This is an optimization exercise on Yosys and OpenROAD, whose aim is small area, a short achievable clock period and few clock cycles per item, not a production implementation. At most, simulation tests tie the RTL to the original design; equivalence was not proved.

==> inputs of run a <==
Design Final, start of the top module:
module Final(
    rst_n,
    clk,
    in_valid,
    weight_valid,
    I,
    W,
    out_valid,
    OUT
);
Settings: LEC_CHECK=0, CAP_MARGIN=20, CORE_MARGIN=2, CORE_UTILIZATION=40, SETUP_SLACK_MARGIN=4, SLEW_MARGIN=20, SYNTH_HIERARCHICAL=1; clock period 10.0 ns.
standard.sh (not shown) runs the stock make flow with config.mk's settings and CLKGATE_MAP_FILE= SYNTH_SCRIPT=/design/flow/synth_recipe.tcl, a recipe that flattens the netlist after the stock synthesis.
==> flow/flow/run.sh <==
#!/bin/bash
# Own layout flow: the standard flow (standard.sh, unchanged synthesis and
# steps) with
#  - port buffers made from the small sky130_fd_sc_hd__buf_1 instead of the
#    default delay buffer;
#  - clock tree synthesis without dummy loads and with smaller clock buffers.
# The make output goes to standard_flow.log here; ORFS keeps each step's log
# under orfs/logs.
set -euo pipefail
export BUFFER_PORTS_ARGS="-buffer_cell sky130_fd_sc_hd__buf_1"
export CTS_ARGS="-sink_clustering_enable -repair_clock_nets -dont_use_dummy_load -buf_list {sky130_fd_sc_hd__clkbuf_4 sky130_fd_sc_hd__clkbuf_8} -root_buf sky130_fd_sc_hd__clkbuf_8"
bash standard.sh > standard_flow.log 2>&1
==> inputs of run b, as changes to run a <==
--- a/flow/design.v
+++ b/flow/design.v
@@ -13,17 +13,17 @@
     input in_valid;
     input weight_valid;
     input [127:0] I;
     input [127:0] W;
     output reg out_valid;
     output [12:0] OUT;
   reg          wz;
   reg  [127:0] weight;
-  wire [127:0] wn = weight_valid ? W : weight;
+  wire [127:0] wn = ({128{weight_valid}} & W) | ({128{~weight_valid & ~wz}} & weight);
   always @(posedge clk or negedge rst_n)
     if (~rst_n)            wz <= 1'b1;
     else if (weight_valid) wz <= 1'b0;
   always @(posedge clk)
     weight <= wn;
   always @(posedge clk or negedge rst_n)
     if (~rst_n) out_valid <= 1'b0;
     else        out_valid <= in_valid;
@@ -2090,14 +2090,14 @@
     cs[57] <= c905;
     cs[58] <= c909;
     cs[59] <= c907;
     cs[60] <= c911;
     cs[61] <= c913;
   end
   wire [12:0] ra = {1'b0, ~c989, ~c987, ~c979, ~c971, ~c963, ~c955, ~c947, ~c939, ~c931, ~s928, ~s920, ~s914};
   wire [12:0] rb = {1'b0, ~c991, ~s990, ~s986, ~s978, ~s970, ~s962, ~s954, ~s946, ~s938, ~s930, ~s922, ~s916};
-  assign OUT = (ra + rb) & {13{~wz}};
+  assign OUT = ra + rb;
 endmodule
 module Final_fa(input a, input b, input c, output s, output co);
   assign s = a ^ b ^ c;
   assign co = (a & b) | (a & c) | (b & c);
 endmodule
==> flow/flow/run.sh (replaced) <==
#!/bin/bash
# Own layout flow: the standard flow (standard.sh, unchanged synthesis and
# steps) with the port buffers made from the small sky130_fd_sc_hd__buf_1
# instead of the default delay buffer. Each tool's output goes to a log here.
set -euo pipefail
export BUFFER_PORTS_ARGS="-buffer_cell sky130_fd_sc_hd__buf_1"
bash standard.sh > standard_flow.log 2>&1
- SETUP_SLACK_MARGIN: 4 -> 4.5
==> comparison table <==
                                                                                run a                    run b
Result of the run                                             complete, no violations  complete, no violations
Area share of the largest cell type after synthesis                             0.555                    0.564
Full die area                                                               46500 um2                45800 um2
Worst EP required                                                             8000 ps                 10350 ps
Layout buffer count excluding clock buffers                                       282                      317
Length of routed met3 wiring                                                  4580 um                  5650 um
Worst reg2reg path depth                                                            9                       14
Endpoint with the worst hold slack                                 weight[83]$_DFF_P_       weight[74]$_DFF_P_
Clock buffer and inverter area fraction after layout                           0.0115                   0.0241
Xor and xnor fraction of the mapped netlist area                              0.00244                  0.00347
Worst setup slack after layout                                                4050 ps                  3920 ps
Buf+Inv Stages, Crit Path                                                           2                        5
Worst endpoint data arrival time                                              3950 ps                  6420 ps
Fraction of final layout cells sized beyond drive strength 1                    0.145                    0.341
Fmax                                                                        0.168 GHz                0.165 GHz
Total of fill cells in the finished design                                       4103                     3805
Testbench counts of run a, summed over its fixed seeds: cycles 3,200, items 3,200.
The RTL of run b was laid out without a check of its function.


==> inputs of v9 <==
Final again, from the RTL that the note above started with.
clock: 10.0 ns
lec_check: 0
cap_margin: 20
core_margin: 2
core_utilization: 40
setup_slack_margin: 4
slew_margin: 20
synth_hierarchical: 1
==> flow/flow/run.sh <==
#!/bin/bash
# Own layout flow: the standard flow (standard.sh, unchanged synthesis and
# steps) with
#  - port buffers made from the small sky130_fd_sc_hd__buf_1 instead of the
#    default delay buffer;
#  - clock tree synthesis without dummy loads and with smaller clock buffers.
# The make output goes to standard_flow.log here; ORFS keeps each step's log
# under orfs/logs.
set -euo pipefail
export BUFFER_PORTS_ARGS="-buffer_cell sky130_fd_sc_hd__buf_1"
export CTS_ARGS="-sink_clustering_enable -sink_buffer_max_cap_derate 0.8 -repair_clock_nets -dont_use_dummy_load -buf_list {sky130_fd_sc_hd__clkbuf_4 sky130_fd_sc_hd__clkbuf_8} -root_buf sky130_fd_sc_hd__clkbuf_8"
bash standard.sh > standard_flow.log 2>&1
==> v3 (differences from v9) <==
--- a/flow/design.v
+++ b/flow/design.v
@@ -14,15 +14,15 @@
     input weight_valid;
     input [127:0] I;
     input [127:0] W;
     output reg out_valid;
     output [12:0] OUT;
   reg          wz;
   reg  [127:0] weight;
-  wire [127:0] wn = weight_valid ? W : weight;
+  wire [127:0] wn = ({128{weight_valid}} & W) | ({128{~weight_valid & ~wz}} & weight);
   always @(posedge clk or negedge rst_n)
     if (~rst_n)            wz <= 1'b1;
     else if (weight_valid) wz <= 1'b0;
   always @(posedge clk)
     weight <= wn;
   always @(posedge clk or negedge rst_n)
     if (~rst_n) out_valid <= 1'b0;
@@ -2091,13 +2091,13 @@
     cs[58] <= c909;
     cs[59] <= c907;
     cs[60] <= c911;
     cs[61] <= c913;
   end
   wire [12:0] ra = {1'b0, ~c989, ~c987, ~c979, ~c971, ~c963, ~c955, ~c947, ~c939, ~c931, ~s928, ~s920, ~s914};
   wire [12:0] rb = {1'b0, ~c991, ~s990, ~s986, ~s978, ~s970, ~s962, ~s954, ~s946, ~s938, ~s930, ~s922, ~s916};
-  assign OUT = (ra + rb) & {13{~wz}};
+  assign OUT = ra + rb;
 endmodule
 module Final_fa(input a, input b, input c, output s, output co);
   assign s = a ^ b ^ c;
   assign co = (a & b) | (a & c) | (b & c);
 endmodule
==> flow/flow/run.sh (replaced) <==
#!/bin/bash
# Own layout flow: the standard flow (standard.sh, unchanged synthesis and
# steps) with
#  - port buffers made from the small sky130_fd_sc_hd__buf_1 instead of the
#    default delay buffer;
#  - clock tree synthesis without dummy loads and with smaller clock buffers.
# The make output goes to standard_flow.log here; ORFS keeps each step's log
# under orfs/logs.
set -euo pipefail
export BUFFER_PORTS_ARGS="-buffer_cell sky130_fd_sc_hd__buf_1"
export CTS_ARGS="-sink_clustering_enable -sink_clustering_size 14 -repair_clock_nets -dont_use_dummy_load -buf_list {sky130_fd_sc_hd__clkbuf_4 sky130_fd_sc_hd__clkbuf_8} -root_buf sky130_fd_sc_hd__clkbuf_8"
bash standard.sh > standard_flow.log 2>&1
==> v32 (differences from v9) <==
--- a/flow/design.v
+++ b/flow/design.v
@@ -14,15 +14,15 @@
     input weight_valid;
     input [127:0] I;
     input [127:0] W;
     output reg out_valid;
     output [12:0] OUT;
   reg          wz;
   reg  [127:0] weight;
-  wire [127:0] wn = weight_valid ? W : weight;
+  wire [127:0] wn = ({128{weight_valid}} & W) | ({128{~weight_valid & ~wz}} & weight);
   always @(posedge clk or negedge rst_n)
     if (~rst_n)            wz <= 1'b1;
     else if (weight_valid) wz <= 1'b0;
   always @(posedge clk)
     weight <= wn;
   always @(posedge clk or negedge rst_n)
     if (~rst_n) out_valid <= 1'b0;
@@ -2091,13 +2091,13 @@
     cs[58] <= c909;
     cs[59] <= c907;
     cs[60] <= c911;
     cs[61] <= c913;
   end
   wire [12:0] ra = {1'b0, ~c989, ~c987, ~c979, ~c971, ~c963, ~c955, ~c947, ~c939, ~c931, ~s928, ~s920, ~s914};
   wire [12:0] rb = {1'b0, ~c991, ~s990, ~s986, ~s978, ~s970, ~s962, ~s954, ~s946, ~s938, ~s930, ~s922, ~s916};
-  assign OUT = (ra + rb) & {13{~wz}};
+  assign OUT = ra + rb;
 endmodule
 module Final_fa(input a, input b, input c, output s, output co);
   assign s = a ^ b ^ c;
   assign co = (a & b) | (a & c) | (b & c);
 endmodule
==> flow/flow/run.sh (replaced) <==
#!/bin/bash
# Own layout flow: the standard flow (standard.sh, unchanged synthesis and
# steps) with the port buffers made from the small sky130_fd_sc_hd__buf_1
# instead of the default delay buffer. Each tool's output goes to a log here.
set -euo pipefail
export BUFFER_PORTS_ARGS="-buffer_cell sky130_fd_sc_hd__buf_1"
bash standard.sh > standard_flow.log 2>&1
==> flow_metrics.tcl <==
set metrics [dict create \
    run_status "timing/DRC/antenna clean" \
    final_layout_size_suffix_gt1_frac 0.145 \
    seq_area_sq_um 3860 \
    cts_setup_buffers 4 \
    synthMuxAreaShare 0.0816 \
    post_drt_wl_per_cell_microns 25.9 \
    post-place-cells 2304 \
    nClkBuffers 17 \
    grt_max_degree 35 \
]
The numbers above come from v9.

==> flow_metrics.tcl <==
set metrics [dict create \
    layout_min_cycle_time_ns 6.00 \
    fillers 3956 \
    nNonClkInverters 26 \
    synth_cells 1458 \
    synth_top_family_by_area "adder cells" \
    run_status "timing/DRC/antenna clean" \
    post-place-cells 2299 \
    grt_max_degree 74 \
    cts_setup_buffers 5 \
    final_layout_size_suffix_gt1_frac 0.148 \
    synth.distinct_cells 37 \
]
The numbers above come from v3.

==> flow_metrics.tcl <==
set metrics [dict create \
    synth-compound-area-share 0.0741 \
    nClkBuffers 21 \
    multi_input_gates 1219 \
    run_status "timing/DRC/antenna clean" \
    post-place-cells 2299 \
    post_drt_wl_per_cell_microns 27.5 \
    grt_max_degree 74 \
    synthMuxAreaShare 0 \
    cts_setup_buffers 7 \
    seq_area_sq_um 3850 \
    final_layout_size_suffix_gt1_frac 0.199 \
]
The numbers above come from v32.

Testbench counts of v9, summed over its fixed seeds: cycles 3,200, items 3,200.
The RTL of v3 and v32 was laid out without a check of its function.

## static timing again, ports no longer ideal
Ports are ideal in the flow. The routed layouts listed here were re-timed in OpenROAD. Step 1 assumes that a clkbuf_16 drives the clock port and a buf_2 every other input. Step 2 also shifts input and output timing later by t, the mid clock arrival at the registers, as if the neighbouring blocks saw the same clock. Three values: ideal ports, drivers, drivers and shift; two values: the first two.
run	t (ns)	setup WS [ns]	slew at the worst register clock pin (ns)
run a	0.625	4.051 / 3.909 / 3.284	0.12 / 0.12
run b	0.522	3.925 / 3.787 / 3.266	0.08 / 0.08
v9	0.625	4.051 / 3.909 / 3.284	0.12 / 0.12
v3	0.617	3.995 / 4.005 / 3.388	0.11 / 0.11
v32	0.551	3.985 / 3.975 / 3.424	0.08 / 0.08
After both steps setup and hold are still met in every run listed.
